Source: an optimization exercise on an open RTL-to-GDS flow (aim: small area). Production flows keep margins and buffers that such runs may drop.
The RTL was checked by simulation tests, not by an equivalence proof against the original design.
No activity file was given, so power comes from the tool's default toggle rates.

==> job 8705 <==
==> flow/design.v <==
module snake(hex3_d,hex2_d,hex1_d,hex0_d,p,sw,button,clk,rst,step);
input clk, rst, step;
input [3:0] sw;
input [2:0] button;
output [6:0] hex0_d, hex1_d, hex2_d, hex3_d;
output [3:0] p;
reg [1:0] hd, td;    
reg [2:0] hs, ts;    
reg blk, errd, len0;
reg [3:0] regp;
function [4:0] mv;
  input [2:0] s; input [1:0] dir; input b;
  reg t, a, c;
  begin
    t = s[2]; a = s[1]; c = s[0];
    if (!t) begin
      if (dir[0]) mv = {dir[1], !dir[1], s};           
      else mv = {2'b00, 1'b1, b, c ^ dir[1]};          
    end else begin
      if (!dir[0]) mv = {2'b00, 1'b1, a, !c};          
      else mv = {dir[1] & !a, !dir[1] & a, 1'b0, c & !b, !(c ^ b)};   
    end
  end
endfunction
wire [1:0] dir = button[2] ? (button[1:0] == 2'b01 ? 2'b11 :
                              button[1:0] == 2'b10 ? 2'b01 : 2'b00) : 2'b10;
wire [3:0] rp = regp | sw;
wire [2:0] cn = hs[2] ? {dir[1] | !dir[0], dir[0], blk}
                      : {dir[1], !dir[0], !(blk & !(dir == 2'b01))};
wire [4:0] hm = mv(hs, dir, blk);
wire [1:0] nd = hd + {hm[4], hm[4] | hm[3]};
wire [2:0] ns = hm[2:0];
wire [3:0] hdo = 4'b0001 << hd;
wire [3:0] tdo = 4'b0001 << td;
wire [7:0] hso = 8'b00000001 << hs;
wire [7:0] tso = 8'b00000001 << ts;
wire [27:0] hit, on;
wire [83:0] tq;
wire [2:0] tcode;
wire err = errd || |hit;
wire [3:0] pt = dir[1] ? {hdo[1], hdo[2], hdo[3], hdo[0]}
                       : {hdo[0], hdo[1], hdo[2], hdo[3]};
wire [3:0] eatv = pt & rp & {4{!err && hs == 3'b000 && dir[0]}};
wire eat = |eatv;
wire del = !eat;
wire [2:0] traw = tcode ^ (ts[2] ? 3'b000 : 3'b011);
wire [4:0] tm = mv(ts, traw[2:1], traw[0]);
wire [1:0] ntd = td + {tm[4], tm[4] | tm[3]};
wire go = rst && step && !err;
wire hw = go && !(del && len0);    
wire tw = go && del && !len0;      
wire es = rst && step && err;      
always @(posedge clk) begin
  if (!rst) begin
    hd <= 2'd2; hs <= 3'b001; td <= 2'd2; ts <= 3'b001;
    blk <= 1'b0; errd <= 1'b0; len0 <= 1'b1; regp <= 4'd0;
  end else if (step) begin
    regp <= rp & ~eatv;
    if (err) errd <= 1'b1;
    else begin
      hd <= nd; hs <= ns; blk <= dir[1] ^ dir[0];
      if (eat) len0 <= 1'b0;
      if (del && len0) begin
        td <= nd; ts <= ns;
      end else if (del) begin
        td <= ntd; ts <= tm[2:0];
      end
    end
  end
end
localparam [31:0] LIT = 32'b00000001_11110110_11110110_00110111;
wire [3:0] hwd = hdo & {4{hw}};
wire [3:0] twd = tdo & {4{tw}};
wire [3:0] hdv = hdo & {4{!errd}};
genvar g;
generate for (g = 0; g < 32; g = g + 1) begin : c
  localparam integer D = g / 8, S = g % 8;
  if (S != 3) begin : u
    localparam integer K = D * 7 + (S > 3 ? S - 1 : S);
    snake_cell #(.LIT(LIT[g])) sc (.clk(clk), .rst(rst), .es(es), .cn(cn),
      .hd(hdo[D]), .hwd(hwd[D]), .hdv(hdv[D]), .hs(hso[S]),
      .td(tdo[D]), .twd(twd[D]), .ts(tso[S]),
      .tq(tq[K*3 +: 3]), .hit(hit[K]), .on(on[K]));
  end
end endgenerate
generate for (g = 0; g < 3; g = g + 1) begin : tc
  wire [27:0] sel;
  genvar k;
  for (k = 0; k < 28; k = k + 1) begin : b
    assign sel[k] = tq[k*3 + g];
  end
  assign tcode[g] = |sel;
end endgenerate
assign hex0_d = ~{on[1], on[4], on[3], on[0], on[5], on[6], on[2]};
assign hex1_d = ~{on[8], on[11], on[10], on[7], on[12], on[13], on[9]};
assign hex2_d = ~{on[15], on[18], on[17], on[14], on[19], on[20], on[16]};
assign hex3_d = ~{on[22], on[25], on[24], on[21], on[26], on[27], on[23]};
assign p = ~regp;
endmodule
module snake_cell #(parameter LIT = 1'b0) (
  input clk, input rst, input es, input [2:0] cn,
  input hd, input hwd, input hdv, input hs,
  input td, input twd, input ts,
  output [2:0] tq, output hit, output on);
reg [2:0] q;
wire occ = |q;
wire wr = hwd & hs | es & LIT;
wire clr = twd & ts | es & !LIT | !rst;
wire keep = !(wr | clr);
always @(posedge clk)
  q <= ({3{wr}} & cn) | ({3{keep}} & q);
assign tq = q & {3{td & ts}};
assign hit = occ & hd & hs;
assign on = occ | hdv & hs;
endmodule
==> flow/run.sh <==
#!/bin/bash
# synth_recipe.tcl (not shown) runs the flow's synth.tcl, then flattens the netlist and writes it again
# the make line also repeats each setting of config.mk as NAME=value (left out here)
make -C /OpenROAD-flow-scripts/flow DESIGN_CONFIG=/design/flow/config.mk WORK_HOME=/design/flow/orfs CLKGATE_MAP_FILE= SYNTH_SCRIPT=/design/flow/synth_recipe.tcl finish
==> flow/config.mk <==
export PLATFORM = sky130hd
export DESIGN_NAME = snake
export DESIGN_NICKNAME = snake
export VERILOG_FILES = /design/flow/design.v
export SDC_FILE = /design/flow/constraint.sdc
export NUM_CORES = 4
export LEC_CHECK = 0
export CAP_MARGIN = 20
export CORE_MARGIN = 2
export CORE_UTILIZATION = 40
export SLEW_MARGIN = 20
==> flow/constraint.sdc <==
create_clock -name core_clock -period 15.0 [get_ports {clk}]
set_input_delay 3.0000 -clock core_clock [delete_from_list [all_inputs] [get_ports {clk}]]
set_output_delay 3.0000 -clock core_clock [all_outputs]
set_load 0.01 [all_outputs]
==> job 3574: changes against job 8705 <==
==> flow/design.v (replaced) <==
module snake(hex3_d,hex2_d,hex1_d,hex0_d,p,sw,button,clk,rst,step);
input clk, rst, step;
input [3:0] sw;
input [2:0] button;
output [6:0] hex0_d, hex1_d, hex2_d, hex3_d;
output [3:0] p;
reg [1:0] hd, td;    
reg [2:0] hs, ts;    
reg blk, tblk, errd, len0;
reg [3:0] regp;
function [4:0] mv;
  input [2:0] s; input [1:0] dir; input b;
  reg t, a, c;
  begin
    t = s[2]; a = s[1]; c = s[0];
    if (!t) begin
      if (dir[0]) mv = {dir[1], !dir[1], s};           
      else mv = {2'b00, 1'b1, b, c ^ dir[1]};          
    end else begin
      if (!dir[0]) mv = {2'b00, 1'b1, a, !c};          
      else mv = {dir[1] & !a, !dir[1] & a, 1'b0, c & !b, !(c ^ b)};   
    end
  end
endfunction
function [1:0] dstep;
  input [1:0] d; input [1:0] st;
  begin
    dstep = {d[1] ^ (st[0] & d[0] | st[1] & !d[0]), d[0] ^ (st[0] | st[1])};
  end
endfunction
wire [1:0] dir = button[2] ? (button[1:0] == 2'b01 ? 2'b11 :
                              button[1:0] == 2'b10 ? 2'b01 : 2'b00) : 2'b10;
wire [3:0] rp = regp | sw;
wire [4:0] hm = mv(hs, dir, blk);
wire [1:0] nd = dstep(hd, hm[4:3]);
wire [2:0] ns = hm[2:0];
wire [3:0] hdo = {hd == 2'd3, hd == 2'd2, hd == 2'd1, hd == 2'd0};
wire [3:0] tdo = {td == 2'd3, td == 2'd2, td == 2'd1, td == 2'd0};
wire [6:0] hso = {hs == 3'd7, hs == 3'd6, hs == 3'd5, hs == 3'd4, hs == 3'd2, hs == 3'd1, hs == 3'd0};
wire [6:0] tso = {ts == 3'd7, ts == 3'd6, ts == 3'd5, ts == 3'd4, ts == 3'd2, ts == 3'd1, ts == 3'd0};
wire [27:0] hit, on;
wire [55:0] tq;
wire [1:0] tdir;
wire [3:0] hitd;
wire err = errd || |hitd;
wire [3:0] pt = dir[1] ? {hdo[1], hdo[2], hdo[3], hdo[0]}
                       : {hdo[0], hdo[1], hdo[2], hdo[3]};
wire [3:0] eatv = pt & rp & {4{!err && hs == 3'b000 && dir[0]}};
wire eat = |eatv;
wire del = !eat;
wire [4:0] tm = mv(ts, tdir, tblk);
wire [1:0] ntd = dstep(td, tm[4:3]);
wire go = rst && step && !err;
wire hw = go && !(del && len0);    
wire tw = go && del && !len0;      
always @(posedge clk) begin
  if (!rst) begin
    hd <= 2'd2; hs <= 3'b001; td <= 2'd2; ts <= 3'b001;
    blk <= 1'b0; tblk <= 1'b0; errd <= 1'b0; len0 <= 1'b1; regp <= 4'd0;
  end else if (step) begin
    regp <= rp & ~eatv;
    if (err) errd <= 1'b1;
    else begin
      hd <= nd; hs <= ns; blk <= dir[1] ^ dir[0];
      if (eat) len0 <= 1'b0;
      if (del && len0) begin
        td <= nd; ts <= ns; tblk <= dir[1] ^ dir[0];
      end else if (del) begin
        td <= ntd; ts <= tm[2:0]; tblk <= tdir[1] ^ tdir[0];
      end
    end
  end
end
localparam [31:0] LIT = 32'b00000001_11110110_11110110_00110111;
wire [3:0] hwd = hdo & {4{hw}};
wire [3:0] twd = tdo & {4{tw}} | {4{!rst}};    
wire [6:0] tsr = tso | {7{!rst}};
wire [3:0] hdv = hdo & {4{!errd}};
genvar g;
generate for (g = 0; g < 32; g = g + 1) begin : c
  localparam integer D = g / 8, S = g % 8;
  if (S != 3) begin : u
    localparam integer J = S > 3 ? S - 1 : S;
    localparam integer K = D * 7 + J;
    snake_cell #(.LIT(LIT[g])) sc (.clk(clk), .errd(errd), .dir(dir),
      .hwd(hwd[D]), .hdv(hdv[D]), .hs(hso[J]),
      .twd(twd[D]), .ts(tso[J]), .tsr(tsr[J]),
      .tq(tq[K*2 +: 2]), .hit(hit[K]), .on(on[K]));
  end
end endgenerate
wire [7:0] tqd;
generate for (g = 0; g < 4; g = g + 1) begin : rd
  assign tqd[g*2 +: 2] = tq[g*14 +: 2] | tq[g*14+2 +: 2] | tq[g*14+4 +: 2] | tq[g*14+6 +: 2]
                       | tq[g*14+8 +: 2] | tq[g*14+10 +: 2] | tq[g*14+12 +: 2];
  assign hitd[g] = |hit[g*7 +: 7] & hdo[g];
end endgenerate
assign tdir = tqd[1:0] & {2{tdo[0]}} | tqd[3:2] & {2{tdo[1]}}
            | tqd[5:4] & {2{tdo[2]}} | tqd[7:6] & {2{tdo[3]}};
assign hex0_d = ~{on[1], on[4], on[3], on[0], on[5], on[6], on[2]};
assign hex1_d = ~{on[8], on[11], on[10], on[7], on[12], on[13], on[9]};
assign hex2_d = ~{on[15], on[18], on[17], on[14], on[19], on[20], on[16]};
assign hex3_d = ~{on[22], on[25], on[24], on[21], on[26], on[27], on[23]};
assign p = ~regp;
endmodule
module snake_cell #(parameter LIT = 1'b0) (
  input clk, input errd, input [1:0] dir,
  input hwd, input hdv, input hs,
  input twd, input ts, input tsr,
  output [1:0] tq, output hit, output on);
reg occ;
reg [1:0] dr;
wire wr = hwd & hs;
always @(posedge clk) begin
  occ <= wr | occ & !(twd & tsr);
  if (!occ) dr <= dir;
end
assign tq = dr & {2{ts}};
assign hit = occ & hs;
assign on = errd ? LIT : occ | hdv & hs;
endmodule
==> flow/flow/run.sh (new file) <==
#!/bin/bash
set -euo pipefail
W=$(pwd)
export OWN_ABC_SCRIPT=$W/flow/area.abc

# ORFS's synth.tcl with only its ABC call changed
sed 's|log_cmd abc {\*}\$abc_args|log_cmd abc -script $::env(OWN_ABC_SCRIPT) {*}$lib_args {*}$lib_dont_use_args|' \
  "$FLOW_HOME/scripts/synth.tcl" > "$W/own_synth_core.tcl"
grep -q OWN_ABC_SCRIPT "$W/own_synth_core.tcl"
# The standard flow's synthesis script, sourcing that copy
sed "s|source \$::env(SCRIPTS_DIR)/synth.tcl|source $W/own_synth_core.tcl|" synth_recipe.tcl > "$W/own_synth.tcl"
grep -q own_synth_core "$W/own_synth.tcl"
# standard.sh with that synthesis script
sed "s|SYNTH_SCRIPT=[^ ]*|SYNTH_SCRIPT=$W/own_synth.tcl|" standard.sh > "$W/own_standard.sh"
grep -q own_synth.tcl "$W/own_standard.sh"

bash "$W/own_standard.sh" synth > "$W/synth.log" 2>&1
bash "$W/own_standard.sh" finish "BUFFER_PORTS_ARGS=-buffer_cell sky130_fd_sc_hd__buf_1" \
  "CTS_ARGS=-sink_clustering_enable -repair_clock_nets -dont_use_dummy_load -buf_list sky130_fd_sc_hd__clkbuf_8" \
  > "$W/layout.log" 2>&1
test -s "$W/out/final.def"
==> flow/flow/area.abc (new file) <==
strash
&get -n
&st
&deepsyn -T 30
&dch -f
&nf -a -R 1000
&put
topo
==> flow/standard.sh (new file) <==
#!/bin/bash
# synth_recipe.tcl (not shown) runs the flow's synth.tcl, then flattens the netlist and writes it again
# the make line also repeats each setting of config.mk as NAME=value (left out here)
make -C /OpenROAD-flow-scripts/flow DESIGN_CONFIG=/design/flow/config.mk WORK_HOME=/design/flow/orfs CLKGATE_MAP_FILE= SYNTH_SCRIPT=/design/flow/synth_recipe.tcl "${@:-finish}"
--- a/flow/config.mk
+++ b/flow/config.mk
@@ -8,4 +8,5 @@
 export CAP_MARGIN = 20
 export CORE_MARGIN = 2
-export CORE_UTILIZATION = 40
+export CORE_UTILIZATION = 75
+export GPL_TIMING_DRIVEN = 0
 export SLEW_MARGIN = 20
removed: flow/run.sh
==> job 9028: changes against job 8705 <==
==> flow/flow/run.sh (new file) <==
#!/bin/bash
# Own layout flow: the standard layout, with two changes:
#  - synthesis maps the logic with an area-oriented ABC script (flow/area.abc)
#    instead of ORFS's speed script; everything else in synthesis (the
#    script synth_recipe.tcl sources, the flattening and renaming) is unchanged,
#    so the registers are the standard synthesis's;
#  - the port buffers are the smallest buffer cell;
#  - clock tree synthesis uses clkbuf_8 buffers and no dummy loads.
# Each step's full output goes to a log file in the work folder.
set -euo pipefail
W=$(pwd)
export OWN_ABC_SCRIPT=$W/flow/area.abc

# ORFS's synth.tcl with only its ABC call changed
sed 's|log_cmd abc {\*}\$abc_args|log_cmd abc -script $::env(OWN_ABC_SCRIPT) {*}$lib_args {*}$lib_dont_use_args|' \
  "$FLOW_HOME/scripts/synth.tcl" > "$W/own_synth_core.tcl"
grep -q OWN_ABC_SCRIPT "$W/own_synth_core.tcl"
# The standard flow's synthesis script, sourcing that copy
sed "s|source \$::env(SCRIPTS_DIR)/synth.tcl|source $W/own_synth_core.tcl|" synth_recipe.tcl > "$W/own_synth.tcl"
grep -q own_synth_core "$W/own_synth.tcl"
# standard.sh with that synthesis script
sed "s|SYNTH_SCRIPT=[^ ]*|SYNTH_SCRIPT=$W/own_synth.tcl|" standard.sh > "$W/own_standard.sh"
grep -q own_synth.tcl "$W/own_standard.sh"

bash "$W/own_standard.sh" synth > "$W/synth.log" 2>&1
bash "$W/own_standard.sh" finish "BUFFER_PORTS_ARGS=-buffer_cell sky130_fd_sc_hd__buf_1" \
  "CTS_ARGS=-sink_clustering_enable -repair_clock_nets -dont_use_dummy_load -buf_list sky130_fd_sc_hd__clkbuf_8" \
  > "$W/layout.log" 2>&1
test -s "$W/out/final.def"
==> flow/flow/area.abc (new file) <==
strash
&get -n
&st
&syn2
&dch -f
&nf -a -R 2000 -F 10 -A 10
&put
topo
==> flow/standard.sh (new file) <==
#!/bin/bash
# synth_recipe.tcl (not shown) runs the flow's synth.tcl, then flattens the netlist and writes it again
# the make line also repeats each setting of config.mk as NAME=value (left out here)
make -C /OpenROAD-flow-scripts/flow DESIGN_CONFIG=/design/flow/config.mk WORK_HOME=/design/flow/orfs CLKGATE_MAP_FILE= SYNTH_SCRIPT=/design/flow/synth_recipe.tcl "${@:-finish}"
--- a/flow/config.mk
+++ b/flow/config.mk
@@ -8,4 +8,4 @@
 export CAP_MARGIN = 20
 export CORE_MARGIN = 2
-export CORE_UTILIZATION = 40
+export CORE_UTILIZATION = 60
 export SLEW_MARGIN = 20
removed: flow/run.sh
==> job 9265: changes against job 8705 <==
==> flow/flow/run.sh (new file) <==
#!/bin/bash
# Own layout flow: the standard layout, with two changes:
#  - synthesis maps the logic with an area-oriented ABC script (flow/area.abc)
#    instead of ORFS's speed script; everything else in synthesis (the
#    script synth_recipe.tcl sources, the flattening and renaming) is unchanged,
#    so the registers are the standard synthesis's;
#  - the port buffers are the smallest buffer cell.
# Each step's full output goes to a log file in the work folder.
set -euo pipefail
W=$(pwd)
export OWN_ABC_SCRIPT=$W/flow/area.abc

# ORFS's synth.tcl with only its ABC call changed
sed 's|log_cmd abc {\*}\$abc_args|log_cmd abc -script $::env(OWN_ABC_SCRIPT) {*}$lib_args {*}$lib_dont_use_args|' \
  "$FLOW_HOME/scripts/synth.tcl" > "$W/own_synth_core.tcl"
grep -q OWN_ABC_SCRIPT "$W/own_synth_core.tcl"
# The standard flow's synthesis script, sourcing that copy
sed "s|source \$::env(SCRIPTS_DIR)/synth.tcl|source $W/own_synth_core.tcl|" synth_recipe.tcl > "$W/own_synth.tcl"
grep -q own_synth_core "$W/own_synth.tcl"
# standard.sh with that synthesis script
sed "s|SYNTH_SCRIPT=[^ ]*|SYNTH_SCRIPT=$W/own_synth.tcl|" standard.sh > "$W/own_standard.sh"
grep -q own_synth.tcl "$W/own_standard.sh"

bash "$W/own_standard.sh" synth > "$W/synth.log" 2>&1
bash "$W/own_standard.sh" finish "BUFFER_PORTS_ARGS=-buffer_cell sky130_fd_sc_hd__buf_1" > "$W/layout.log" 2>&1
test -s "$W/out/final.def"
==> flow/flow/area.abc (new file) <==
strash
&get -n
&st
&syn2
&dch -f
&nf -a -R 2000 -F 10 -A 10
&put
topo
==> flow/standard.sh (new file) <==
#!/bin/bash
# synth_recipe.tcl (not shown) runs the flow's synth.tcl, then flattens the netlist and writes it again
# the make line also repeats each setting of config.mk as NAME=value (left out here)
make -C /OpenROAD-flow-scripts/flow DESIGN_CONFIG=/design/flow/config.mk WORK_HOME=/design/flow/orfs CLKGATE_MAP_FILE= SYNTH_SCRIPT=/design/flow/synth_recipe.tcl "${@:-finish}"
removed: flow/run.sh
==> results.txt <==
| item | job 9028 | job 9265 | job 8705 | job 3574 |
|---|---|---|---|---|
| Run status | complete, no violations | complete, no violations | complete, no violations | complete, no violations |
| Arithmetic-cell share of the synthesized area counting full adders, half adders and majority gates | 0.0275 | 0.0275 | 0.0236 | 0.0191 |
| Number of vias after detailed routing | 5468 | 5429 | 6236 | 4342 |
| Final weighted congestion of routability-driven global placement | 0.950 | 0.882 | 0.989 | 0.988 |
| P&R area growth vs syn | 11.7% | 17.1% | 16.2% | 8.86% |
| Leading cell kind | multi-input combinational cells | multi-input combinational cells | multi-input combinational cells | flip-flops and latches |
| Terminus of the critical flop-to-flop path | c[0].u.sc.q[1] | c[6].u.sc.q[1] | ts[0] | c[5].u.sc.occ |
| Total power divided by cell area | 211 nW/um^2 | 220 nW/um^2 | 241 nW/um^2 | 110 nW/um^2 |
| Most used standard cell by instance count after synthesis | sky130_fd_sc_hd__nand2_1 | sky130_fd_sc_hd__nand2_1 | sky130_fd_sc_hd__dfxtp_1 | sky130_fd_sc_hd__o21ai_0 |
| Post-Synth Simple-Gate Area | 0.176 | 0.176 | 0.185 | 0.114 |
| Most common cell after layout, fill and taps aside | sky130_fd_sc_hd__nand2_1 | sky130_fd_sc_hd__nand2_1 | sky130_fd_sc_hd__dfxtp_1 | sky130_fd_sc_hd__o21ai_0 |
| Leakage power summed over all cells | 1.93 nW | 2.01 nW | 2.53 nW | 1.62 nW |
| Area of the multi-input gates | 3000 sq um | 3000 sq um | 3570 sq um | 1840 sq um |
| Non-clock inverter instance count of the final layout | 14 | 14 | 19 | 47 |
| Worst min-delay path startpoint | c[30].u.sc.q[2] | c[17].u.sc.q[1] | c[5].u.sc.q[0] | blk |

==> port drivers added, routing unchanged <==
The results above use ideal ports. As a check the final layouts listed here were re-extracted and re-timed, cells and wires unchanged.
Step 1 sets driving cells, clkbuf_16 on the clock port and buf_2 on the other inputs (assumed; they add their load-dependent delay and slew).
Step 2 also shifts input and output timing later by t, the mid clock arrival at the registers, as if the neighbouring blocks saw the same clock.
Slacks: ideal / step 1 / step 2; pairs: ideal / step 1.
run | t, ns | setup WS [ns] | latest minus earliest clock arrival (ns)
job 8705 | 0.408 | 8.561 / 8.519 / 8.174 | 0.011 / 0.011
job 3574 | 0.381 | 9.027 / 9.041 / 8.660 | 0.022 / 0.021
job 9028 | 0.393 | 8.830 / 8.842 / 8.449 | 0.033 / 0.033
job 9265 | 0.396 | 8.706 / 8.728 / 8.333 | 0.011 / 0.011
After both steps every run listed still meets setup and hold. The setup slack of job 8705, which loses most, moves by -0.042 ns with the drivers and by -0.387 ns with both steps.
